From an optimization exercise on the open Yosys and OpenROAD flow, aimed at small area; shortcuts taken in it are not production practice.
The RTL was checked by simulation tests, not by an equivalence proof against the original design.
Power is estimated from default activity; no workload was simulated.

==> flow/design.v, too long to show whole: its modules and the start of the top module <==
// module UART_Buffer: 356 lines
// module TxUART: 51 lines
// module UART: 165 lines
// module PulseWidthModulation: 35 lines
// module ToneDetection: 141 lines
// module CollisionDetection: 163 lines
// module DirectionControl: 192 lines
// module Drive: 304 lines
// module TopModule: 139 lines
module TopModule(
	input clk,
	input rst,
	output hbEnA, 
	output hbEnB, 
	output hbIn1, 
	output hbIn2, 
	output hbIn3,
	output hbIn4,
	input RFS, 
	input RRS,
	input RMS,
	input LFS, 
	input LRS,
	input LMS,
	output sevenSeg0, 
	output sevenSeg1, 
	output sevenSeg2, 
	output sevenSeg3,
	input pushBtn1,
	input pushBtn2,
	input pushBtn3,
	input pushBtn4,
	input bandPass1k,
	input bandPass1_5k,
	input bandPass2k,
	input bandPass2_5k,
	input bandPass3k,
	input colDetF,
	input colDetR, 
	output led1,
	output led2,
	output led3,
	output txData
	);
  // ...
==> flow/flow/run.sh <==
#!/bin/bash
# Layout flow: the standard flow, except that
# - after the standard synthesis the combinational logic is re-mapped for area
#   (flow/reopt.tcl); registers keep their cells and names;
# - ports are buffered with the smallest buffer (BUFFER_PORTS_ARGS);
# - clock tree synthesis runs without dummy loads (CTS_ARGS).
set -euo pipefail
R=orfs/results/${FLOW_PLATFORM}/TopModule/base
bash standard.sh synth > standard_synth.log 2>&1
cp "$R/1_2_yosys.v" std_synth.v
yosys -c flow/reopt.tcl > reopt.log 2>&1
cp reopt.v "$R/1_2_yosys.v"
bash standard.sh \
  "BUFFER_PORTS_ARGS=-buffer_cell sky130_fd_sc_hd__buf_1" \
  "CTS_ARGS=-sink_clustering_enable -repair_clock_nets -dont_use_dummy_load -buf_list sky130_fd_sc_hd__clkbuf_16 -sink_clustering_size 30 -sink_clustering_max_diameter 80" \
  finish > standard_layout.log 2>&1
==> flow/flow/reopt.tcl <==
# Re-map the standard synthesis netlist's combinational logic for area.
# Reads std_synth.v, writes reopt.v. Flip-flops stay as they are (same
# instances, cells and names); every other cell is flattened to its function
# and mapped again by ABC with an area-oriented script.
yosys -import
set lib $::env(FLOW_HOME)/platforms/sky130hd/lib/sky130_fd_sc_hd__tt_025C_1v80.lib
set dont_use {}
foreach c {probe_p_8 probec_p_8 lpflow_bleeder_1
  lpflow_clkbufkapwr_1 lpflow_clkbufkapwr_16 lpflow_clkbufkapwr_2 lpflow_clkbufkapwr_4 lpflow_clkbufkapwr_8
  lpflow_clkinvkapwr_1 lpflow_clkinvkapwr_16 lpflow_clkinvkapwr_2 lpflow_clkinvkapwr_4 lpflow_clkinvkapwr_8
  lpflow_decapkapwr_12 lpflow_decapkapwr_3 lpflow_decapkapwr_4 lpflow_decapkapwr_6 lpflow_decapkapwr_8
  lpflow_inputiso0n_1 lpflow_inputiso0p_1 lpflow_inputiso1n_1 lpflow_inputiso1p_1 lpflow_inputisolatch_1
  lpflow_isobufsrc_1 lpflow_isobufsrc_16 lpflow_isobufsrc_2 lpflow_isobufsrc_4 lpflow_isobufsrc_8
  lpflow_isobufsrckapwr_16 lpflow_lsbuf_lh_hl_isowell_tap_1 lpflow_lsbuf_lh_hl_isowell_tap_2
  lpflow_lsbuf_lh_hl_isowell_tap_4 lpflow_lsbuf_lh_isowell_4 lpflow_lsbuf_lh_isowell_tap_1
  lpflow_lsbuf_lh_isowell_tap_2 lpflow_lsbuf_lh_isowell_tap_4} {
  lappend dont_use -dont_use sky130_fd_sc_hd__$c
}

read_liberty -ignore_miss_func $lib
# keep sequential cells as they are
blackbox sky130_fd_sc_hd__df* sky130_fd_sc_hd__edf* sky130_fd_sc_hd__sdf* sky130_fd_sc_hd__sedf* sky130_fd_sc_hd__dl*
read_verilog std_synth.v
hierarchy -check -top $::env(FLOW_TOP)
flatten
opt_clean
tee -o std_stat.txt stat -liberty $lib
techmap
opt -fast
abc -liberty $lib {*}$dont_use -script "+strash;&get,-n;&st;&deepsyn,-J,30,-T,300;&put;dch,-f;amap;mfs2;&get,-n;&dch,-f;&nf,-p,-R,1000;&put"
opt_clean -purge
hilomap -singleton -hicell sky130_fd_sc_hd__conb_1 HI -locell sky130_fd_sc_hd__conb_1 LO
insbuf -buf sky130_fd_sc_hd__buf_4 A X
splitnets
opt_clean -purge
tee -o reopt_stat.txt stat -liberty $lib
write_verilog -noattr -nohex -nodec reopt.v

# the written netlist must be complete: every cell a library cell, no undriven net
design -reset
read_liberty -lib $lib
read_verilog reopt.v
hierarchy -check -top $::env(FLOW_TOP)
check -assert -mapped
==> flow/standard.sh <==
#!/bin/bash
# synth_recipe.tcl (not shown) runs the flow's synth.tcl, then flattens the netlist and writes it again
# the make line also repeats each setting of config.mk as NAME=value (left out here)
make -C /OpenROAD-flow-scripts/flow DESIGN_CONFIG=/design/flow/config.mk WORK_HOME=/design/flow/orfs CLKGATE_MAP_FILE= SYNTH_SCRIPT=/design/flow/synth_recipe.tcl "${@:-finish}"
==> flow/config.mk <==
export PLATFORM = sky130hd
export DESIGN_NAME = TopModule
export DESIGN_NICKNAME = TopModule
export VERILOG_FILES = /design/flow/design.v
export SDC_FILE = /design/flow/constraint.sdc
export NUM_CORES = 4
export LEC_CHECK = 0
export CAP_MARGIN = 20
export CORE_MARGIN = 2
export CORE_UTILIZATION = 40
export CTS_BUF_LIST = sky130_fd_sc_hd__clkbuf_16
export CTS_CLUSTER_DIAMETER = 80
export CTS_CLUSTER_SIZE = 30
export SLEW_MARGIN = 20
==> flow/constraint.sdc <==
create_clock -name core_clock -period 10.0 [get_ports {clk}]
set_input_delay 2.0000 -clock core_clock [delete_from_list [all_inputs] [get_ports {clk}]]
set_output_delay 2.0000 -clock core_clock [all_outputs]
set_load 0.01 [all_outputs]
==> reports/metrics.csv, run 1 <==
metric,value,unit
status,timing/DRC/antenna clean,
Final Hold Violating Endpoints,0,
critical path endpoint,myDrive.timer[2]$_SDFFE_PP0P_,
count of multi-input gates,944,
maximum frequency from static timing analysis,198.2,MHz
Port Buffers,28,
"number of placed instances, taps included",1579,
Final WS setup,4.955,ns
"Non-clock buffers, area share",1.814,%
# clock sinks,242,
Post-DRT Antenna Nets,0,
measured slew at the worst slew-check pin,1.009,ns
vias in the first global route,9251,
post-route minimum period,5.045,ns
Detailed Route Iter0 Violations,1262,
P per Cell Area,138.4,nW/µm²
data required time at the worst endpoint,10.41,ns
total combinational power,0.0819,mW
"top library cells by usage in the layout, fill and taps aside","sky130_fd_sc_hd__dfxtp_1, sky130_fd_sc_hd__nor2_1, sky130_fd_sc_hd__a22o_1",
area of the mapped netlist,10700,µm²
"Critical Path, Cell by Cell",buf_1 -> or3_1 -> nor2_1 -> nand4_1 -> and3_1 -> and2_0 -> nand2_1 -> or3_1 -> nor2_1 -> o22ai_1 -> nor2_2 -> a211oi_1 -> nor2b_1 -> a22o_1,
fill count,2615,
clk tree area frac,2.791,%
GRT met2 Usage,33.79,%
Hold Path Cell Cnt,0,
Crit-path slowest cell,sky130_fd_sc_hd__nor2b_1,
Clk. pwr,0.519,mW
total number of vias,9828,
H-tree depth,1,
Layout Cells excl Fill,1592,
"final std cell area, no fill",11650,µm²
detailed-router iteration count before antenna repair,6,
Post-layout nets,1278,
worst setup timing slack at the placement stage,4.393,ns
total of plain and repair buffers excluding clock buffers,42,
average cell area after synthesis,8.897,µm²
total global routing overflow,0,
multi-input gate area in the final layout,5684,µm²
==> module TxUART, before the edit <==
module TxUART(
			input clk,
			input rst,
			input notEmpty,
			input longClear,
			input [7:0] dout,
			output reg [6:0] readIdx,
			output lastRead,
			output reg txData
			);
	reg [2:0] tickCount;
	reg [3:0] phase;
	wire txTick = (tickCount == 3'd2);
	localparam [6:0] IDX_114 = 7'h33;
	localparam [6:0] IDX_117 = 7'h1a;
	wire [6:0] lastIdx = longClear ? IDX_117 : IDX_114;
	wire [6:0] nextIdx = (readIdx == lastIdx) ? 7'd0 : {readIdx[5:0], ~(readIdx[6] ^ readIdx[5])};
	wire doRead = txTick && (phase == 4'd1);
	assign lastRead = doRead && (nextIdx == lastIdx);
	wire [9:0] frame = {1'b1, dout, 1'b0};
	wire [3:0] bitNum = phase - 4'd3;
	always@(posedge clk)begin
		if(rst)begin
			tickCount <= 0;
			phase <= 0;
			readIdx <= IDX_114;
			txData <= 1;
		end
		else begin
			tickCount <= (tickCount == 3'd5) ? 3'd0 : tickCount + 3'd1;
			if(txTick)begin
				case(phase)
					4'd0: if(notEmpty) phase <= 4'd1;
					4'd1: begin
						phase <= 4'd2;
						readIdx <= nextIdx;
					end
					4'd2: phase <= 4'd3;
					4'd12: begin
						txData <= frame[9];
						phase <= notEmpty ? 4'd1 : 4'd0;
					end
					default: begin
						txData <= frame[bitNum];
						phase <= phase + 4'd1;
					end
				endcase
			end
		end
	end
endmodule
==> module UART, before the edit <==
module UART(
	input rst,
	input clk,
	input [3:0] dirControl,
	input [1:0] driveState,
	output txData,
	input [1:0] junctionState,
	input [2:0] toneDir,
	input [1:0] dirState
   );
parameter PWM_FULL_SPEED_PERCENT_ON = 80;
parameter PWM_HARD_SPEED_PERCENT_ON = 80;
parameter PWM_VEER_SPEED_PERCENT_ON = 42;
parameter PWM_NINETY_SPEED_PERCENT_ON = 50;
parameter PWM_NINETY_FAST_SPEED_PERCENT_ON = 80;
parameter PWM_FREQUENCY  = 80;
parameter PWM_COUNT_FREQ = 50_000/(PWM_FREQUENCY);
parameter PWM_COUNT_FULL_SPEED_ON   = PWM_COUNT_FREQ*PWM_FULL_SPEED_PERCENT_ON/100;
parameter PWM_COUNT_VEER_SPEED_ON   = PWM_COUNT_FREQ*PWM_VEER_SPEED_PERCENT_ON/100;
parameter PWM_COUNT_HARD_SPEED_ON   = PWM_COUNT_FREQ*PWM_HARD_SPEED_PERCENT_ON/100;
parameter PWM_COUNT_NINETY_SPEED_ON   = PWM_COUNT_FREQ*PWM_NINETY_SPEED_PERCENT_ON/100;
parameter PWM_COUNT_NINETY_FAST_SPEED_ON   = PWM_COUNT_FREQ*PWM_NINETY_FAST_SPEED_PERCENT_ON/100;
parameter DRIVE = 2'b00;
parameter COLLISION = 2'b10;
parameter JUNCTION = 2'b11;
parameter DC_PROCEED = 2'b00;
parameter DC_TURN_LEFT = 2'b01;
parameter DC_TURN_RIGHT = 2'b10;
parameter DC_STOP = 2'b11;
parameter DC_FULL = 2'b00;
parameter DC_VEER = 2'b01;
parameter DC_HARD = 2'b10;
parameter TD_FORWARD = 3'b000;
parameter TD_LEFT = 3'b001;
parameter TD_RIGHT = 3'b010;
parameter TD_REVERSE = 3'b011;
parameter TD_STOP = 3'b100;
parameter TD_HOLD = 3'b101;
parameter J_DETECT = 2'b00;
parameter J_MANEUVER = 2'b01;
parameter J_COMPLETE = 2'b10;
parameter HB_RIGHT = 4'b1010;
parameter HB_LEFT = 4'b0101;
parameter HB_STRAIGHT = 4'b0110;
parameter HB_STOP = 4'b0000;
parameter FORWARDS = 1'b1;
parameter REVERSE = 1'b0;
parameter P_IDLE = 0;
parameter P_LOAD_MESSAGE = 1;
parameter P_DC_DIR = 2;
parameter P_DIR_STATE = 3;
parameter P_DRIVE_STATE = 4;
parameter P_JUNCTION_STATE = 5;
parameter P_TONE_DIR = 6;
parameter P_CLEAR_TERM = 7;
parameter CLEAR_SCREEN_COUNT = 30;
parameter C_HOLD_DOWN_SIGNAL = 7_500;
parameter C_HOLD_DOWN_NO_SIGNAL = 7_000;
parameter C_NO_COL_PAUSE = 25_000;
parameter C_FORWARDS = 1;
parameter C_BACKWARDS = 0;
parameter C_NO_COL_DETECT = 0;
parameter C_VALIDATE_SIGNAL = 1;
parameter C_COLLISION_STATE = 2;
parameter C_DRIVE = 1;
parameter C_STOP = 0; 
parameter INTERSECT_TIMER = 20_000;  
parameter NORMAL = 3'b000;
parameter DEBOUNCE = 3'b001;
parameter CHANGE_DIR = 3'b010;
parameter CHK_INTERSECT = 3'b011;
parameter CHK_SKINNY = 3'b100;
parameter SKINNY_MAX = 25_000;
parameter SKINNY_LEFT = SKINNY_MAX/4;
parameter SKINNY_RIGHT = SKINNY_MAX/2+SKINNY_LEFT;
parameter SKINNY_ORIGIN = SKINNY_MAX;
parameter VEER_RIGHT = 4'b10_01;
parameter HARD_RIGHT = 4'b10_10;
parameter NINETY_RIGHT = 4'b10_11;
parameter VEER_LEFT = 4'b01_01;
parameter HARD_LEFT = 4'b01_10;
parameter NINETY_LEFT = 4'b01_11;
parameter PROCEED = 4'b00_00;
parameter STOP = 4'b11_11;
	localparam [7:0] W_IDLE = 8'h21;    
	localparam [7:0] W_DIR = 8'h42;     
	localparam [7:0] W_FIRST = 8'h0a;   
	localparam [7:0] W_STATE = 8'hbc;   
	localparam [7:0] W_DRIVE = 8'hce;   
	localparam [7:0] W_JUNC = 8'h58;    
	localparam [7:0] W_TONE = 8'h66;    
	localparam [7:0] W_CLEAR = 8'h8a;   
	reg [7:0] prepCount;
	wire [7:0] prepNext = {prepCount[6:0], ~(prepCount[7] ^ prepCount[5] ^ prepCount[4] ^ prepCount[3])};
	localparam [4:0] CLEAR_COUNT_END = 5'h10;
	reg [4:0] clearScreenCounter;
	reg longClear;
	reg notEmpty;
	reg [1:0] capDir;
	reg [1:0] capDirState;
	reg [1:0] capDriveState;
	reg [1:0] capJunctionState;
	reg [2:0] capToneDir;
	wire [6:0] readIdx;
	wire [7:0] dout;
	wire lastRead;
	UART_Buffer myUART_Buffer (
		.idx		(readIdx),
		.dirSel		(capDir),
		.dsSel		(capDirState),
		.drvSel		(capDriveState),
		.jsSel		(capJunctionState),
		.toneSel	(capToneDir),
		.dout		(dout)
	);
	TxUART myTxUART(
		.clk (clk),
		.rst (rst),
		.notEmpty (notEmpty),
		.longClear (longClear),
		.dout (dout),
		.readIdx (readIdx),
		.lastRead (lastRead),
		.txData (txData)
	);
	always @(posedge clk)begin
		if(rst)begin
			prepCount <= 0;
			clearScreenCounter <= 0;
			longClear <= 0;
			notEmpty <= 0;
		end
		else begin
			if(prepCount == W_IDLE)begin
				if(!notEmpty)
					prepCount <= prepNext;
			end
			else if(prepCount == W_CLEAR)
				prepCount <= W_IDLE;
			else
				prepCount <= prepNext;
			if(prepCount == W_FIRST)
				notEmpty <= 1;
			else if(lastRead)
				notEmpty <= 0;
			if(prepCount == W_CLEAR)begin
				if(clearScreenCounter == CLEAR_COUNT_END)begin
					clearScreenCounter <= 0;
					longClear <= 1;
				end
				else begin
					clearScreenCounter <= {clearScreenCounter[3:0], ~(clearScreenCounter[4] ^ clearScreenCounter[2])};
					longClear <= 0;
				end
			end
		end
	end
	always @(posedge clk)begin
		if(prepCount == W_DIR) capDir <= dirControl[3:2];
		if(prepCount == W_STATE) capDirState <= dirState;
		if(prepCount == W_DRIVE) capDriveState <= driveState;
		if(prepCount == W_JUNC) capJunctionState <= junctionState;
		if(prepCount == W_TONE) capToneDir <= toneDir;
	end
endmodule
==> module CollisionDetection, before the edit <==
module CollisionDetection(
	input clk,
	input rst,
	input direction,
	input colDetFrontRaw,
	input colDetRearRaw,
	output reg led1,
	output reg led2,
	output reg led3,
	output reg colDetect);
parameter PWM_FULL_SPEED_PERCENT_ON = 80;
parameter PWM_HARD_SPEED_PERCENT_ON = 80;
parameter PWM_VEER_SPEED_PERCENT_ON = 42;
parameter PWM_NINETY_SPEED_PERCENT_ON = 50;
parameter PWM_NINETY_FAST_SPEED_PERCENT_ON = 80;
parameter PWM_FREQUENCY  = 80;
parameter PWM_COUNT_FREQ = 50_000/(PWM_FREQUENCY);
parameter PWM_COUNT_FULL_SPEED_ON   = PWM_COUNT_FREQ*PWM_FULL_SPEED_PERCENT_ON/100;
parameter PWM_COUNT_VEER_SPEED_ON   = PWM_COUNT_FREQ*PWM_VEER_SPEED_PERCENT_ON/100;
parameter PWM_COUNT_HARD_SPEED_ON   = PWM_COUNT_FREQ*PWM_HARD_SPEED_PERCENT_ON/100;
parameter PWM_COUNT_NINETY_SPEED_ON   = PWM_COUNT_FREQ*PWM_NINETY_SPEED_PERCENT_ON/100;
parameter PWM_COUNT_NINETY_FAST_SPEED_ON   = PWM_COUNT_FREQ*PWM_NINETY_FAST_SPEED_PERCENT_ON/100;
parameter DRIVE = 2'b00;
parameter COLLISION = 2'b10;
parameter JUNCTION = 2'b11;
parameter DC_PROCEED = 2'b00;
parameter DC_TURN_LEFT = 2'b01;
parameter DC_TURN_RIGHT = 2'b10;
parameter DC_STOP = 2'b11;
parameter DC_FULL = 2'b00;
parameter DC_VEER = 2'b01;
parameter DC_HARD = 2'b10;
parameter TD_FORWARD = 3'b000;
parameter TD_LEFT = 3'b001;
parameter TD_RIGHT = 3'b010;
parameter TD_REVERSE = 3'b011;
parameter TD_STOP = 3'b100;
parameter TD_HOLD = 3'b101;
parameter J_DETECT = 2'b00;
parameter J_MANEUVER = 2'b01;
parameter J_COMPLETE = 2'b10;
parameter HB_RIGHT = 4'b1010;
parameter HB_LEFT = 4'b0101;
parameter HB_STRAIGHT = 4'b0110;
parameter HB_STOP = 4'b0000;
parameter FORWARDS = 1'b1;
parameter REVERSE = 1'b0;
parameter P_IDLE = 0;
parameter P_LOAD_MESSAGE = 1;
parameter P_DC_DIR = 2;
parameter P_DIR_STATE = 3;
parameter P_DRIVE_STATE = 4;
parameter P_JUNCTION_STATE = 5;
parameter P_TONE_DIR = 6;
parameter P_CLEAR_TERM = 7;
parameter CLEAR_SCREEN_COUNT = 30;
parameter C_HOLD_DOWN_SIGNAL = 7_500;
parameter C_HOLD_DOWN_NO_SIGNAL = 7_000;
parameter C_NO_COL_PAUSE = 25_000;
parameter C_FORWARDS = 1;
parameter C_BACKWARDS = 0;
parameter C_NO_COL_DETECT = 0;
parameter C_VALIDATE_SIGNAL = 1;
parameter C_COLLISION_STATE = 2;
parameter C_DRIVE = 1;
parameter C_STOP = 0; 
parameter INTERSECT_TIMER = 20_000;  
parameter NORMAL = 3'b000;
parameter DEBOUNCE = 3'b001;
parameter CHANGE_DIR = 3'b010;
parameter CHK_INTERSECT = 3'b011;
parameter CHK_SKINNY = 3'b100;
parameter SKINNY_MAX = 25_000;
parameter SKINNY_LEFT = SKINNY_MAX/4;
parameter SKINNY_RIGHT = SKINNY_MAX/2+SKINNY_LEFT;
parameter SKINNY_ORIGIN = SKINNY_MAX;
parameter VEER_RIGHT = 4'b10_01;
parameter HARD_RIGHT = 4'b10_10;
parameter NINETY_RIGHT = 4'b10_11;
parameter VEER_LEFT = 4'b01_01;
parameter HARD_LEFT = 4'b01_10;
parameter NINETY_LEFT = 4'b01_11;
parameter PROCEED = 4'b00_00;
parameter STOP = 4'b11_11;
	localparam [12:0] HOLD_SIGNAL = 13'h1c53;     
	localparam [12:0] HOLD_NO_SIGNAL = 13'h02b6;  
	function [12:0] step;
		input [12:0] q;
		step = {q[11:0], ~(q[12] ^ q[3] ^ q[2] ^ q[0])};
	endfunction
	reg [1:0] state;
	reg [12:0] countNoSignal;
	reg [12:0] countSignal;
	reg sens;
	reg colDetFrontBuffer;
	reg colDetRearBuffer;
	reg colDetFront;
	reg colDetRear;
	always @(posedge clk) begin
	if(rst)begin
		colDetect <= 0;
		led1 <= 0;
		led2 <= 0;
		led3 <= 0;
		state <= C_NO_COL_DETECT;
		countNoSignal <= 0;
		countSignal <= 0;
		sens <= 0;
		colDetFrontBuffer <= 0;
		colDetRearBuffer <= 0;
		colDetFront <= 0;
		colDetRear <= 0;
	end
	else begin
		colDetFrontBuffer <= colDetFrontRaw;
		colDetRearBuffer <= colDetRearRaw;
		colDetFront <= colDetFrontBuffer;
		colDetRear <= colDetRearBuffer;
		sens <= (direction == C_FORWARDS) ? colDetFront : colDetRear;
		case (state)
			C_NO_COL_DETECT: begin
				colDetect <= C_DRIVE;
				led1 <= 1;
				led2 <= 0;
				led3 <= 0;
				if(!sens) begin
					state <= C_VALIDATE_SIGNAL;
				end
			end
			C_VALIDATE_SIGNAL: begin
				led1 <= 0;
				led2 <= 1;
				led3 <= 0;
				if (!sens) begin
					countSignal <= step(countSignal);
					if (countSignal == HOLD_SIGNAL) begin
						state <= C_COLLISION_STATE;
						countNoSignal <= 0;
						countSignal <= 0;
					end
				end
				else begin
					countNoSignal <= step(countNoSignal);
					if (countNoSignal == HOLD_NO_SIGNAL) begin
						state <= C_NO_COL_DETECT;
						countNoSignal <= 0;
						countSignal <= 0;
					end
				end
			end
			C_COLLISION_STATE: begin
				colDetect <= C_STOP;
				led1 <= 0;
				led2 <= 0;
				led3 <= 1;
				if (sens) begin
					state <= C_VALIDATE_SIGNAL;
				end
			end
		endcase
	end
	end
endmodule
==> module DirectionControl, before the edit <==
module DirectionControl(
		input clk,
		input rst,
		input RFS,
		input RRS,
		input RMS,
		input LMS,
		input LFS,
		input LRS,
		input direction,
		output reg [3:0]DIR,
		output reg [1:0]state,
		output reg [1:0]leadSens
   );
parameter PWM_FULL_SPEED_PERCENT_ON = 80;
parameter PWM_HARD_SPEED_PERCENT_ON = 80;
parameter PWM_VEER_SPEED_PERCENT_ON = 42;
parameter PWM_NINETY_SPEED_PERCENT_ON = 50;
parameter PWM_NINETY_FAST_SPEED_PERCENT_ON = 80;
parameter PWM_FREQUENCY  = 80;
parameter PWM_COUNT_FREQ = 50_000/(PWM_FREQUENCY);
parameter PWM_COUNT_FULL_SPEED_ON   = PWM_COUNT_FREQ*PWM_FULL_SPEED_PERCENT_ON/100;
parameter PWM_COUNT_VEER_SPEED_ON   = PWM_COUNT_FREQ*PWM_VEER_SPEED_PERCENT_ON/100;
parameter PWM_COUNT_HARD_SPEED_ON   = PWM_COUNT_FREQ*PWM_HARD_SPEED_PERCENT_ON/100;
parameter PWM_COUNT_NINETY_SPEED_ON   = PWM_COUNT_FREQ*PWM_NINETY_SPEED_PERCENT_ON/100;
parameter PWM_COUNT_NINETY_FAST_SPEED_ON   = PWM_COUNT_FREQ*PWM_NINETY_FAST_SPEED_PERCENT_ON/100;
parameter DRIVE = 2'b00;
parameter COLLISION = 2'b10;
parameter JUNCTION = 2'b11;
parameter DC_PROCEED = 2'b00;
parameter DC_TURN_LEFT = 2'b01;
parameter DC_TURN_RIGHT = 2'b10;
parameter DC_STOP = 2'b11;
parameter DC_FULL = 2'b00;
parameter DC_VEER = 2'b01;
parameter DC_HARD = 2'b10;
parameter TD_FORWARD = 3'b000;
parameter TD_LEFT = 3'b001;
parameter TD_RIGHT = 3'b010;
parameter TD_REVERSE = 3'b011;
parameter TD_STOP = 3'b100;
parameter TD_HOLD = 3'b101;
parameter J_DETECT = 2'b00;
parameter J_MANEUVER = 2'b01;
parameter J_COMPLETE = 2'b10;
parameter HB_RIGHT = 4'b1010;
parameter HB_LEFT = 4'b0101;
parameter HB_STRAIGHT = 4'b0110;
parameter HB_STOP = 4'b0000;
parameter FORWARDS = 1'b1;
parameter REVERSE = 1'b0;
parameter P_IDLE = 0;
parameter P_LOAD_MESSAGE = 1;
parameter P_DC_DIR = 2;
parameter P_DIR_STATE = 3;
parameter P_DRIVE_STATE = 4;
parameter P_JUNCTION_STATE = 5;
parameter P_TONE_DIR = 6;
parameter P_CLEAR_TERM = 7;
parameter CLEAR_SCREEN_COUNT = 30;
parameter C_HOLD_DOWN_SIGNAL = 7_500;
parameter C_HOLD_DOWN_NO_SIGNAL = 7_000;
parameter C_NO_COL_PAUSE = 25_000;
parameter C_FORWARDS = 1;
parameter C_BACKWARDS = 0;
parameter C_NO_COL_DETECT = 0;
parameter C_VALIDATE_SIGNAL = 1;
parameter C_COLLISION_STATE = 2;
parameter C_DRIVE = 1;
parameter C_STOP = 0; 
parameter INTERSECT_TIMER = 20_000;  
parameter NORMAL = 3'b000;
parameter DEBOUNCE = 3'b001;
parameter CHANGE_DIR = 3'b010;
parameter CHK_INTERSECT = 3'b011;
parameter CHK_SKINNY = 3'b100;
parameter SKINNY_MAX = 25_000;
parameter SKINNY_LEFT = SKINNY_MAX/4;
parameter SKINNY_RIGHT = SKINNY_MAX/2+SKINNY_LEFT;
parameter SKINNY_ORIGIN = SKINNY_MAX;
parameter VEER_RIGHT = 4'b10_01;
parameter HARD_RIGHT = 4'b10_10;
parameter NINETY_RIGHT = 4'b10_11;
parameter VEER_LEFT = 4'b01_01;
parameter HARD_LEFT = 4'b01_10;
parameter NINETY_LEFT = 4'b01_11;
parameter PROCEED = 4'b00_00;
parameter STOP = 4'b11_11;
	localparam S_NORMAL = 2'd0;
	localparam S_CHANGE_DIR = 2'd1;
	localparam S_CHK_SKINNY = 2'd2;
	localparam S_CHK_INTERSECT = 2'd3;
	localparam P_LEFT1 = 2'd0;
	localparam P_RIGHT = 2'd1;
	localparam P_LEFT2 = 2'd2;
	localparam [14:0] C_6249 = 15'h0c5b;
	localparam [14:0] C_6250 = 15'h18b7;
	localparam [14:0] C_12499 = 15'h63de;
	localparam [14:0] C_20000 = 15'h45e6;
	reg [14:0] count;
	reg [1:0] skinnyPhase;
	wire [14:0] countNext = {count[13:0], ~(count[14] ^ count[13])};
	reg [5:0] unstableIn;
	reg [5:0] stableSignal;
	reg [5:0] bufferedSignal;
	reg changeF;
	reg changeR;
	always@(posedge clk)begin
	if(rst)begin
		DIR <= STOP;
		state <= S_NORMAL;
		leadSens <= 0;
		count <= 0;
		skinnyPhase <= P_LEFT1;
		unstableIn <= 0;
		stableSignal <= 0;
		bufferedSignal <= 0;
		changeF <= 0;
		changeR <= 0;
	end
	else begin
		changeF <= (stableSignal[5:2] != bufferedSignal[5:2]);
		changeR <= (stableSignal[3:0] != bufferedSignal[3:0]);
		stableSignal <= bufferedSignal;
		bufferedSignal <= unstableIn;
		unstableIn <= ~{RFS, LFS, RMS, LMS, RRS, LRS};
		if (direction == FORWARDS)
			leadSens <= stableSignal[5:4];
		else
			leadSens <= stableSignal[1:0];
		case(state)
			S_NORMAL: begin
				if ((direction == FORWARDS) ? changeF : changeR)
					state <= S_CHANGE_DIR;
			end
			S_CHANGE_DIR: begin
				case (leadSens)
					2'b11: begin DIR <= PROCEED; state <= S_NORMAL; end
					2'b10: begin DIR <= HARD_RIGHT; state <= S_NORMAL; end
					2'b01: begin DIR <= HARD_LEFT; state <= S_NORMAL; end
					2'b00: state <= S_CHK_SKINNY;
				endcase
			end
			S_CHK_SKINNY: begin
				count <= countNext;
				if(skinnyPhase == P_LEFT2 && count == C_6250)begin
					state <= S_CHK_INTERSECT;
					count <= 0;
					skinnyPhase <= P_LEFT1;
				end
				else begin
					DIR <= (skinnyPhase == P_RIGHT) ? HARD_RIGHT : HARD_LEFT;
					if(leadSens)begin
						state <= S_CHANGE_DIR;
						count <= 0;
						skinnyPhase <= P_LEFT1;
					end
					else if(skinnyPhase == P_LEFT1 && count == C_6249)begin
						skinnyPhase <= P_RIGHT;
						count <= 0;
					end
					else if(skinnyPhase == P_RIGHT && count == C_12499)begin
						skinnyPhase <= P_LEFT2;
						count <= 0;
					end
				end
			end
			S_CHK_INTERSECT: begin
				if (leadSens != 2'b00) begin
					state <= S_CHANGE_DIR;
					count <= 0;
				end
				else if (count == C_20000) begin
					DIR <= STOP;
					state <= S_NORMAL;
					count <= 0;
				end
				else if (stableSignal[3:2] == 2'b01 && DIR != NINETY_RIGHT) begin
					DIR <= NINETY_LEFT;
				end
				else if (stableSignal[3:2] == 2'b10 && DIR != NINETY_LEFT) begin
					DIR <= NINETY_RIGHT;
				end
				else if (DIR != NINETY_RIGHT && DIR != NINETY_LEFT)begin
					count <= countNext;
					DIR <= PROCEED;
				end
			end
		endcase
	end
	end
endmodule
==> module Drive, before the edit <==
module Drive(
	input clk,
	input rst,
	input colDetect,
	input [3:0] dirControl,
	input veerSpeedPwm,
	input fullSpeedPwm,
	input ninetySpeedPwm,
	input [2:0] toneDir,
	output hbIn1,
	output hbIn2,
	output hbIn3,
	output hbIn4,
	output reg enableToneDetection,
	output reg hbEnA,
	output reg hbEnB,
	output reg [1:0] driveState,
	output reg direction,
	output reg [1:0] junctionState,
	input [1:0] leadSense,
	input stopAdvance,
	input toneClear,
	output [14:0] stopCount
	);
parameter PWM_FULL_SPEED_PERCENT_ON = 80;
parameter PWM_HARD_SPEED_PERCENT_ON = 80;
parameter PWM_VEER_SPEED_PERCENT_ON = 42;
parameter PWM_NINETY_SPEED_PERCENT_ON = 50;
parameter PWM_NINETY_FAST_SPEED_PERCENT_ON = 80;
parameter PWM_FREQUENCY  = 80;
parameter PWM_COUNT_FREQ = 50_000/(PWM_FREQUENCY);
parameter PWM_COUNT_FULL_SPEED_ON   = PWM_COUNT_FREQ*PWM_FULL_SPEED_PERCENT_ON/100;
parameter PWM_COUNT_VEER_SPEED_ON   = PWM_COUNT_FREQ*PWM_VEER_SPEED_PERCENT_ON/100;
parameter PWM_COUNT_HARD_SPEED_ON   = PWM_COUNT_FREQ*PWM_HARD_SPEED_PERCENT_ON/100;
parameter PWM_COUNT_NINETY_SPEED_ON   = PWM_COUNT_FREQ*PWM_NINETY_SPEED_PERCENT_ON/100;
parameter PWM_COUNT_NINETY_FAST_SPEED_ON   = PWM_COUNT_FREQ*PWM_NINETY_FAST_SPEED_PERCENT_ON/100;
parameter DRIVE = 2'b00;
parameter COLLISION = 2'b10;
parameter JUNCTION = 2'b11;
parameter DC_PROCEED = 2'b00;
parameter DC_TURN_LEFT = 2'b01;
parameter DC_TURN_RIGHT = 2'b10;
parameter DC_STOP = 2'b11;
parameter DC_FULL = 2'b00;
parameter DC_VEER = 2'b01;
parameter DC_HARD = 2'b10;
parameter TD_FORWARD = 3'b000;
parameter TD_LEFT = 3'b001;
parameter TD_RIGHT = 3'b010;
parameter TD_REVERSE = 3'b011;
parameter TD_STOP = 3'b100;
parameter TD_HOLD = 3'b101;
parameter J_DETECT = 2'b00;
parameter J_MANEUVER = 2'b01;
parameter J_COMPLETE = 2'b10;
parameter HB_RIGHT = 4'b1010;
parameter HB_LEFT = 4'b0101;
parameter HB_STRAIGHT = 4'b0110;
parameter HB_STOP = 4'b0000;
parameter FORWARDS = 1'b1;
parameter REVERSE = 1'b0;
parameter P_IDLE = 0;
parameter P_LOAD_MESSAGE = 1;
parameter P_DC_DIR = 2;
parameter P_DIR_STATE = 3;
parameter P_DRIVE_STATE = 4;
parameter P_JUNCTION_STATE = 5;
parameter P_TONE_DIR = 6;
parameter P_CLEAR_TERM = 7;
parameter CLEAR_SCREEN_COUNT = 30;
parameter C_HOLD_DOWN_SIGNAL = 7_500;
parameter C_HOLD_DOWN_NO_SIGNAL = 7_000;
parameter C_NO_COL_PAUSE = 25_000;
parameter C_FORWARDS = 1;
parameter C_BACKWARDS = 0;
parameter C_NO_COL_DETECT = 0;
parameter C_VALIDATE_SIGNAL = 1;
parameter C_COLLISION_STATE = 2;
parameter C_DRIVE = 1;
parameter C_STOP = 0; 
parameter INTERSECT_TIMER = 20_000;  
parameter NORMAL = 3'b000;
parameter DEBOUNCE = 3'b001;
parameter CHANGE_DIR = 3'b010;
parameter CHK_INTERSECT = 3'b011;
parameter CHK_SKINNY = 3'b100;
parameter SKINNY_MAX = 25_000;
parameter SKINNY_LEFT = SKINNY_MAX/4;
parameter SKINNY_RIGHT = SKINNY_MAX/2+SKINNY_LEFT;
parameter SKINNY_ORIGIN = SKINNY_MAX;
parameter VEER_RIGHT = 4'b10_01;
parameter HARD_RIGHT = 4'b10_10;
parameter NINETY_RIGHT = 4'b10_11;
parameter VEER_LEFT = 4'b01_01;
parameter HARD_LEFT = 4'b01_10;
parameter NINETY_LEFT = 4'b01_11;
parameter PROCEED = 4'b00_00;
parameter STOP = 4'b11_11;
	reg dirPrev;
	reg hbA;       
	reg hbB;       
	reg hbStop;    
	reg [2:0] junctionManeuver;
	reg [16:0] timer;
	reg straightPhase;
	localparam [16:0] T_25000 = 17'h13f18;
	localparam [16:0] T_50000 = 17'h0bbc3;
	localparam [16:0] T_74999 = 17'h1f5cd;
	localparam [16:0] T_125000 = 17'h11d08;
	wire [16:0] timerNext = {timer[15:0], ~(timer[16] ^ timer[13])};
	wire [16:0] stopNext = {timer[15:0], ~(timer[14] ^ timer[13])};
	assign stopCount = timer[14:0];
	wire [3:0] regHbRight = dirPrev ? HB_RIGHT : ~HB_RIGHT;
	wire [3:0] regHbLeft = dirPrev ? HB_LEFT : ~HB_LEFT;
	wire [3:0] regHbStraight = dirPrev ? HB_STRAIGHT : ~HB_STRAIGHT;
	assign hbIn1 = hbA;
	assign hbIn2 = !hbA && !hbStop;
	assign hbIn3 = hbB;
	assign hbIn4 = !hbB && !hbStop;
	task setHb;
		input [3:0] pattern;
		begin
			hbA <= pattern[0];
			hbB <= pattern[2];
			hbStop <= (pattern == HB_STOP);
		end
	endtask
	always @(posedge clk)
		dirPrev <= direction;
	always @(posedge clk) begin
	if(rst)begin
		enableToneDetection <= 0;
		hbEnA <= 0;
		hbEnB <= 0;
		driveState <= DRIVE;
		direction <= FORWARDS;
		hbA <= 0;
		hbB <= 0;
		hbStop <= 1;
		junctionState <= J_COMPLETE;
		junctionManeuver <= TD_HOLD;
		timer <= 0;
		straightPhase <= 0;
	end
	else begin
		case(driveState)
			DRIVE: begin
				if(!colDetect) begin
					driveState <= COLLISION;
				end
				else if(dirControl[3:2] == DC_TURN_LEFT)begin
					if(dirControl[1:0] == DC_VEER)begin
						hbEnA <= veerSpeedPwm;
						hbEnB <= fullSpeedPwm;
						setHb(regHbStraight);
					end
					else if(dirControl[1:0] == DC_HARD) begin
						hbEnA <= veerSpeedPwm;
						hbEnB <= fullSpeedPwm;
						setHb(regHbLeft);
					end
					else if(dirControl[1:0] == DC_STOP) begin
						hbEnA <= (direction == FORWARDS) ? ninetySpeedPwm : fullSpeedPwm;
						hbEnB <= ninetySpeedPwm;
						setHb(regHbLeft);
					end
				end
				else if(dirControl[3:2] == DC_TURN_RIGHT) begin
					if(dirControl[1:0] == DC_VEER) begin
						hbEnA <= fullSpeedPwm;
						hbEnB <= veerSpeedPwm;
						setHb(regHbStraight);
					end
					else if(dirControl[1:0] == DC_HARD) begin
						hbEnA <= fullSpeedPwm;
						hbEnB <= veerSpeedPwm;
						setHb(regHbRight);
					end
					else if(dirControl[1:0] == DC_STOP) begin
						hbEnA <= ninetySpeedPwm;
						hbEnB <= (direction == FORWARDS) ? ninetySpeedPwm : fullSpeedPwm;
						setHb(regHbRight);
					end
				end
				else if(dirControl[3:2] == DC_PROCEED) begin
					if(dirControl[1:0] == 2'b00) begin
						hbEnA <= fullSpeedPwm;
						hbEnB <= fullSpeedPwm;
						setHb(regHbStraight);
					end
				end
				else begin
					hbEnA <= 0;
					hbEnB <= 0;
					setHb(HB_STOP);
					driveState <= JUNCTION;
				end
			end
			COLLISION: begin
				if (colDetect) begin
					timer <= timerNext;
					if (timer == T_25000) begin
						driveState <= DRIVE;
						timer <= 0;
					end
				end
				hbEnA <= fullSpeedPwm;
				hbEnB <= fullSpeedPwm;
				setHb(HB_STOP);
			end
			JUNCTION: begin
				case(junctionState)
					J_DETECT: begin
						enableToneDetection <= 1;
						if(toneDir <= TD_STOP)begin
							junctionState <= J_MANEUVER;
							junctionManeuver <= toneDir;
							timer <= 0;
						end
						else if(toneClear)
							timer <= 0;
						else if(stopAdvance)
							timer <= stopNext;
						if(toneDir == TD_FORWARD)
							direction <= FORWARDS;
						else if(toneDir == TD_REVERSE)
							direction <= REVERSE;
					end
					J_MANEUVER: begin
						enableToneDetection <= 0;
						timer <= timerNext;
						if(junctionManeuver == TD_FORWARD || junctionManeuver == TD_REVERSE)begin
							if(timer != T_50000)begin
								hbEnA <= fullSpeedPwm;
								hbEnB <= fullSpeedPwm;
								setHb(regHbStraight);
								if(leadSense)begin
									driveState <= DRIVE;
									junctionState <= J_COMPLETE;
									timer <= 0;
									straightPhase <= 0;
								end
							end
							else begin
								timer <= 0;
								straightPhase <= 0;
								junctionState <= J_COMPLETE;
								driveState <= DRIVE;
							end
						end
						else if(junctionManeuver == TD_LEFT || junctionManeuver == TD_RIGHT)begin
							if(!straightPhase)begin
								hbEnA <= ninetySpeedPwm;
								hbEnB <= ninetySpeedPwm;
								setHb((junctionManeuver == TD_LEFT) ? regHbLeft : regHbRight);
								if(timer == T_74999)
									straightPhase <= 1;
							end
							else if(timer != T_125000)begin
								hbEnA <= fullSpeedPwm;
								hbEnB <= fullSpeedPwm;
								setHb(regHbStraight);
								if(leadSense)begin
									driveState <= DRIVE;
									junctionState <= J_COMPLETE;
									timer <= 0;
									straightPhase <= 0;
								end
							end
							else begin
								timer <= 0;
								straightPhase <= 0;
								junctionState <= J_COMPLETE;
								driveState <= DRIVE;
							end
						end
						else if(junctionManeuver == TD_STOP)begin
							if(timer != T_25000)begin
								hbEnA <= fullSpeedPwm;
								hbEnB <= fullSpeedPwm;
								setHb(HB_STOP);
							end
							else begin
								timer <= 0;
								straightPhase <= 0;
								junctionState <= J_COMPLETE;
								driveState <= DRIVE;
							end
						end
						else begin
							timer <= 0;
							junctionState <= J_COMPLETE;
							junctionManeuver <= 5;
						end
					end
					J_COMPLETE: begin
						junctionState <= J_DETECT;
					end
				endcase
			end
		endcase
	end
	end
endmodule
==> run 2: changes to the inputs <==
--- a/flow/design.v
+++ b/flow/design.v
@@ -455,7 +455,7 @@
 		if(rst)begin
 			tickCount <= 0;
 			phase <= 0;
-			readIdx <= IDX_114;
+			readIdx <= IDX_117;
 			txData <= 1;
 		end
 		else begin
@@ -578,7 +578,7 @@
 	wire [7:0] prepNext = {prepCount[6:0], ~(prepCount[7] ^ prepCount[5] ^ prepCount[4] ^ prepCount[3])};
 	localparam [4:0] CLEAR_COUNT_END = 5'h10;
 	reg [4:0] clearScreenCounter;
-	reg longClear;
+	wire longClear = (clearScreenCounter == 5'd0);
 	reg notEmpty;
 	reg [1:0] capDir;
 	reg [1:0] capDirState;
@@ -611,7 +611,6 @@
 		if(rst)begin
 			prepCount <= 0;
 			clearScreenCounter <= 0;
-			longClear <= 0;
 			notEmpty <= 0;
 		end
 		else begin
@@ -630,12 +629,10 @@
 			if(prepCount == W_CLEAR)begin
 				if(clearScreenCounter == CLEAR_COUNT_END)begin
 					clearScreenCounter <= 0;
-					longClear <= 1;
 				end
 				else begin
 					clearScreenCounter <= {clearScreenCounter[3:0], ~(clearScreenCounter[4] ^ clearScreenCounter[2])};
-					longClear <= 0;
-				end
+						end
 			end
 		end
 	end
@@ -832,9 +829,9 @@
 	input direction,
 	input colDetFrontRaw,
 	input colDetRearRaw,
-	output reg led1,
-	output reg led2,
-	output reg led3,
+	output led1,
+	output led2,
+	output led3,
 	output reg colDetect);
 parameter PWM_FULL_SPEED_PERCENT_ON = 80;
 parameter PWM_HARD_SPEED_PERCENT_ON = 80;
@@ -917,6 +914,11 @@
 		step = {q[11:0], ~(q[12] ^ q[3] ^ q[2] ^ q[0])};
 	endfunction
 	reg [1:0] state;
+	reg [1:0] ledState;
+	localparam LED_NONE = 2'd3;
+	assign led1 = (ledState == C_NO_COL_DETECT);
+	assign led2 = (ledState == C_VALIDATE_SIGNAL);
+	assign led3 = (ledState == C_COLLISION_STATE);
 	reg [12:0] countNoSignal;
 	reg [12:0] countSignal;
 	reg sens;
@@ -927,9 +929,7 @@
 	always @(posedge clk) begin
 	if(rst)begin
 		colDetect <= 0;
-		led1 <= 0;
-		led2 <= 0;
-		led3 <= 0;
+		ledState <= LED_NONE;
 		state <= C_NO_COL_DETECT;
 		countNoSignal <= 0;
 		countSignal <= 0;
@@ -945,20 +945,15 @@
 		colDetFront <= colDetFrontBuffer;
 		colDetRear <= colDetRearBuffer;
 		sens <= (direction == C_FORWARDS) ? colDetFront : colDetRear;
+		ledState <= state;
 		case (state)
 			C_NO_COL_DETECT: begin
 				colDetect <= C_DRIVE;
-				led1 <= 1;
-				led2 <= 0;
-				led3 <= 0;
 				if(!sens) begin
 					state <= C_VALIDATE_SIGNAL;
 				end
 			end
 			C_VALIDATE_SIGNAL: begin
-				led1 <= 0;
-				led2 <= 1;
-				led3 <= 0;
 				if (!sens) begin
 					countSignal <= step(countSignal);
 					if (countSignal == HOLD_SIGNAL) begin
@@ -978,9 +973,6 @@
 			end
 			C_COLLISION_STATE: begin
 				colDetect <= C_STOP;
-				led1 <= 0;
-				led2 <= 0;
-				led3 <= 1;
 				if (sens) begin
 					state <= C_VALIDATE_SIGNAL;
 				end
@@ -1000,7 +992,7 @@
 		input LFS,
 		input LRS,
 		input direction,
-		output reg [3:0]DIR,
+		output [3:0]DIR,
 		output reg [1:0]state,
 		output reg [1:0]leadSens
    );
@@ -1089,6 +1081,8 @@
 	localparam [14:0] C_6250 = 15'h18b7;
 	localparam [14:0] C_12499 = 15'h63de;
 	localparam [14:0] C_20000 = 15'h45e6;
+	reg [3:0] dirReg;
+	assign DIR = {dirReg[3:2], dirReg[3] | dirReg[2], dirReg[0]};
 	reg [14:0] count;
 	reg [1:0] skinnyPhase;
 	wire [14:0] countNext = {count[13:0], ~(count[14] ^ count[13])};
@@ -1099,7 +1093,7 @@
 	reg changeR;
 	always@(posedge clk)begin
 	if(rst)begin
-		DIR <= STOP;
+		dirReg <= STOP;
 		state <= S_NORMAL;
 		leadSens <= 0;
 		count <= 0;
@@ -1127,9 +1121,9 @@
 			end
 			S_CHANGE_DIR: begin
 				case (leadSens)
-					2'b11: begin DIR <= PROCEED; state <= S_NORMAL; end
-					2'b10: begin DIR <= HARD_RIGHT; state <= S_NORMAL; end
-					2'b01: begin DIR <= HARD_LEFT; state <= S_NORMAL; end
+					2'b11: begin dirReg <= PROCEED; state <= S_NORMAL; end
+					2'b10: begin dirReg <= HARD_RIGHT; state <= S_NORMAL; end
+					2'b01: begin dirReg <= HARD_LEFT; state <= S_NORMAL; end
 					2'b00: state <= S_CHK_SKINNY;
 				endcase
 			end
@@ -1141,7 +1135,7 @@
 					skinnyPhase <= P_LEFT1;
 				end
 				else begin
-					DIR <= (skinnyPhase == P_RIGHT) ? HARD_RIGHT : HARD_LEFT;
+					dirReg <= (skinnyPhase == P_RIGHT) ? HARD_RIGHT : HARD_LEFT;
 					if(leadSens)begin
 						state <= S_CHANGE_DIR;
 						count <= 0;
@@ -1163,19 +1157,19 @@
 					count <= 0;
 				end
 				else if (count == C_20000) begin
-					DIR <= STOP;
+					dirReg <= STOP;
 					state <= S_NORMAL;
 					count <= 0;
 				end
 				else if (stableSignal[3:2] == 2'b01 && DIR != NINETY_RIGHT) begin
-					DIR <= NINETY_LEFT;
+					dirReg <= NINETY_LEFT;
 				end
 				else if (stableSignal[3:2] == 2'b10 && DIR != NINETY_LEFT) begin
-					DIR <= NINETY_RIGHT;
+					dirReg <= NINETY_RIGHT;
 				end
 				else if (DIR != NINETY_RIGHT && DIR != NINETY_LEFT)begin
 					count <= countNext;
-					DIR <= PROCEED;
+					dirReg <= PROCEED;
 				end
 			end
 		endcase
@@ -1312,9 +1306,10 @@
 	endtask
 	always @(posedge clk)
 		dirPrev <= direction;
+	always @(posedge clk)
+		enableToneDetection <= !rst && (driveState == JUNCTION) && (junctionState == J_DETECT);
 	always @(posedge clk) begin
 	if(rst)begin
-		enableToneDetection <= 0;
 		hbEnA <= 0;
 		hbEnB <= 0;
 		driveState <= DRIVE;
@@ -1334,45 +1329,31 @@
 					driveState <= COLLISION;
 				end
 				else if(dirControl[3:2] == DC_TURN_LEFT)begin
-					if(dirControl[1:0] == DC_VEER)begin
-						hbEnA <= veerSpeedPwm;
-						hbEnB <= fullSpeedPwm;
-						setHb(regHbStraight);
-					end
-					else if(dirControl[1:0] == DC_HARD) begin
+					if(!dirControl[0]) begin
 						hbEnA <= veerSpeedPwm;
 						hbEnB <= fullSpeedPwm;
-						setHb(regHbLeft);
 					end
-					else if(dirControl[1:0] == DC_STOP) begin
+					else begin
 						hbEnA <= (direction == FORWARDS) ? ninetySpeedPwm : fullSpeedPwm;
 						hbEnB <= ninetySpeedPwm;
-						setHb(regHbLeft);
 					end
+					setHb(regHbLeft);
 				end
 				else if(dirControl[3:2] == DC_TURN_RIGHT) begin
-					if(dirControl[1:0] == DC_VEER) begin
+					if(!dirControl[0]) begin
 						hbEnA <= fullSpeedPwm;
 						hbEnB <= veerSpeedPwm;
-						setHb(regHbStraight);
 					end
-					else if(dirControl[1:0] == DC_HARD) begin
-						hbEnA <= fullSpeedPwm;
-						hbEnB <= veerSpeedPwm;
-						setHb(regHbRight);
-					end
-					else if(dirControl[1:0] == DC_STOP) begin
+					else begin
 						hbEnA <= ninetySpeedPwm;
 						hbEnB <= (direction == FORWARDS) ? ninetySpeedPwm : fullSpeedPwm;
-						setHb(regHbRight);
 					end
+					setHb(regHbRight);
 				end
 				else if(dirControl[3:2] == DC_PROCEED) begin
-					if(dirControl[1:0] == 2'b00) begin
-						hbEnA <= fullSpeedPwm;
-						hbEnB <= fullSpeedPwm;
-						setHb(regHbStraight);
-					end
+					hbEnA <= fullSpeedPwm;
+					hbEnB <= fullSpeedPwm;
+					setHb(regHbStraight);
 				end
 				else begin
 					hbEnA <= 0;
@@ -1396,7 +1377,6 @@
 			JUNCTION: begin
 				case(junctionState)
 					J_DETECT: begin
-						enableToneDetection <= 1;
 						if(toneDir <= TD_STOP)begin
 							junctionState <= J_MANEUVER;
 							junctionManeuver <= toneDir;
@@ -1412,7 +1392,6 @@
 							direction <= REVERSE;
 					end
 					J_MANEUVER: begin
-						enableToneDetection <= 0;
 						timer <= timerNext;
 						if(junctionManeuver == TD_FORWARD || junctionManeuver == TD_REVERSE)begin
 							if(timer != T_50000)begin
==> reports/metrics.csv, run 2 <==
metric,value,unit,change
global-route wire length before repair,47.93,mm,
Yosys warnings,8,,
area growth from synthesis to layout,8.854,%,
initial cell density of the core,40.47,%,
final WL,29.74,mm,
clock slew at the register clock pins of the worst setup and hold paths,0.11,ns,
clock tree buffer depth,3,,
Final WS setup,5.334,ns,+0.3791 ns
"number of placed instances, taps included",1547,,-2.0%
Vias/cell,6.072,,
Worst Path Arrival,5.06,ns,
area inside the core boundary,25840,µm²,
number of cells on the worst reg-to-reg path,12,,
P per Cell Area,142.0,nW/µm²,+2.6%
Relative slew margins,34.13,%,
Layout Cells excl Fill,1560,,-2.0%
multi-input gate area in the final layout,5522,µm²,-2.9%
cell at the root of the clock tree,sky130_fd_sc_hd__clkbuf_16,,
Detailed Route Iter0 Violations,993,,-21%
total stage count of the critical path,13,,
post-CTS setup buffers,0,,
count of final max-slew check failures,0,,
average cell area after synthesis,8.900,µm²,about the same
largest fanout on the critical path,17,,
area of the mapped netlist,10460,µm²,-2.3%
vias in the first global route,8871,,-4.1%
Tightest Hold Check Type,flop to flop,,
area occupied by registers,4895,µm²,
number of I/O pins,33,,
maximum frequency from static timing analysis,214.3,MHz,+8.1%
fill count,2599,,-0.61%
most frequent standard cell in the layout excluding fill and tap cells,sky130_fd_sc_hd__dfxtp_1,,
unrepaired setup endpoints after global routing,no,,
post-route minimum period,4.666,ns,-0.3791 ns
antenna violations before repair,0,,
Top Family by Delay on Critical Path,simple AND/OR/NAND/NOR gates,,
R2R setup slack,5.63,ns,
# clock sinks,239,,-1.2%
Final Hold Violating Endpoints,0,,unchanged
delay of the slowest cell on the worst path,0.54,ns,
horizontal die dimension,165.7,µm,
endpoint type of the worst setup path,flop,,
post-cts gate resize count,0,,
total global routing overflow,0,,unchanged
measured slew at the worst slew-check pin,0.9844,ns,-0.02452 ns
top register by number of flip-flops,myDrive.timer,,
Rows,59,,
routability-driven placement congestion ratio,1.006,,
floorplan die area,27450,µm²,
fraction of layout instances using a drive strength above 1,2.286,%,
Post-layout nets,1246,,-2.5%
Buffers & Inverters on Critical Path,1,,
Port Buffers,28,,unchanged
Crit-path slowest cell,sky130_fd_sc_hd__nor2_2,,
Routed WL per cell,19.06,µm,
antenna fix cells,0,,
crit-path most repeated cell,sky130_fd_sc_hd__o21ai_0,,
detailed-router iteration count before antenna repair,8,,+2
source-to-sink clock delay at the later pin of the worst-skew pair,0.49,ns,
data required time at the worst endpoint,10.40,ns,about the same
final routed DRC violation total,0,,
CTS tree,built,,
max-cap violation count,0,,
final worst path period share,46.66,%,
die height,165.7,µm,
status,timing/DRC/antenna clean,,
Post-DRT Antenna Nets,0,,unchanged
max FFs per register,17,,
largest net degree at the start of global routing,71,,
GR Util All Layers,21.07,%,
final setup vio count,0,,
Post-Route Hold Slack,0.3335,ns,
worst setup timing slack at the placement stage,4.556,ns,+0.1632 ns
H-tree depth,1,,unchanged
critical setup path kind,input port to flop,,
leakage dissipation,3.897,nW,
setup tns final,0,ns,
"top library cells by usage in the layout, fill and taps aside","sky130_fd_sc_hd__dfxtp_1, sky130_fd_sc_hd__nor2_1, sky130_fd_sc_hd__a22o_1",,
maximum vdd ir drop,0.1533,mV,
TritonCTS buffer count,13,,
Hold Path Cell Cnt,0,,unchanged
Gate Count Post-Synth,1175,,
clock skew after layout,0.04994,ns,
total number of vias,9473,,-3.6%
CP startpoint kind,input port,,
count of hold-fix buffers inserted at cts,0,,
HPWL after detailed placement,21.25,mm,
"Critical Path, Cell by Cell",buf_1 -> nor3_1 -> o21ai_0 -> and2_0 -> o21ai_0 -> nor4_1 -> a211oi_1 -> nand2b_1 -> nor4_1 -> o21ai_0 -> nor2_2 -> nand2_1 -> o311ai_0,,
## run 2: worst paths after layout
kind | start | end
setup / recovery | pushBtn1 | myDrive.timer[0]$_SDFFE_PP0P_
hold reg to reg | myToneDetection.bufferBandPass[1]$_DFF_P_ | myToneDetection.bandPass[1]$_DFF_P_
setup reg to reg | myUART.myTxUART.readIdx[4]$_SDFFE_PP1P_ | myUART.myTxUART.txData$_SDFFE_PP1P_
hold / removal | myToneDetection.bufferBandPass[1]$_DFF_P_ | myToneDetection.bandPass[1]$_DFF_P_
## run 2: area by class of cell
type / count / area share [%]
multi-input cells: 924 / 48.51
flip-flops and latches: 239 / 43.00
well taps: 335 / 3.682
clock buffers: 13 / 2.858
repair buffers: 38 / 1.594
inverters: 11 / 0.3627
## run 2: stage by stage
step / power (mW) / utilization (%) / cell area (µm²)
after CTS: 1.642 / 44.02 / 11370
after detailed placement: 1.119 / 42.77 / 11050
after floorplan: 1.087 / - / 10470
final: 1.617 / 44.06 / 11380
after global routing: 1.694 / 44.06 / 11380
after global placement: 1.118 / 42.75 / 11040
## run 2: power by group
part / switching (mW) / internal [mW]
Clock: 0.285 / 0.234
Combinational: 0.0558 / 0.0338
Sequential: 0.0260 / 0.982
## run 2: routing by layer
| layer | routed length [µm] | vias up | GRT usage, % | part of all wire, % |
|---|---|---|---|---|
| li1 | - | 4557 | - | - |
| met1 | 13220 | 4387 | 28.91 | 44 |
| met2 | 13030 | 406 | 33.07 | 44 |
| met3 | 2045 | 123 | 2.987 | 6.9 |
| met4 | 1439 | 0 | 9.414 | 4.8 |
| met5 | 0 | - | 0 | 0 |
## run 2: worst reg2reg max path, cell delays in order (launching register included)
cell	delay, ns
sky130_fd_sc_hd__dfxtp_1	0.72
sky130_fd_sc_hd__clkinv_1	0.53
sky130_fd_sc_hd__nand3_1	0.51
sky130_fd_sc_hd__o22ai_1	0.17
sky130_fd_sc_hd__a21o_1	0.22
sky130_fd_sc_hd__nor4_1	0.62
sky130_fd_sc_hd__o2111ai_1	0.20
sky130_fd_sc_hd__a2111oi_0	0.57
sky130_fd_sc_hd__nand3_1	0.15
sky130_fd_sc_hd__o21ai_0	0.20
sky130_fd_sc_hd__nand2_1	0.17
sky130_fd_sc_hd__o2111ai_1	0.16
sky130_fd_sc_hd__nand2_1	0.07

[re-timing with driven ports]
Ports are ideal in the flow. The routed layouts listed here were re-timed in OpenROAD.
Step 1 sets driving cells, clkbuf_16 on the clock port and buf_2 on the other inputs (assumed; they add their load-dependent delay and slew).
Step 2 moves the port delays by t, midway between the first and last clock arrival at a register: inputs arrive t later, outputs are due t later. That takes back most of the time a late clock gives input paths.
Three values: no drivers, after step 1, after step 2; two values: the first two.
| run | t, ns | slack for setup (ns) | worst data-port slew with drivers (ns) |
|---|---|---|---|
| run 1 | 0.502 | 4.955 / 4.971 / 4.468 | 0.04 |
| run 2 | 0.514 | 5.334 / 5.357 / 4.843 | 0.03 |
After both steps setup and hold are still met in every run listed. The setup slack of run 2, which loses most, moves by +0.023 ns with the drivers and by -0.491 ns with both steps.
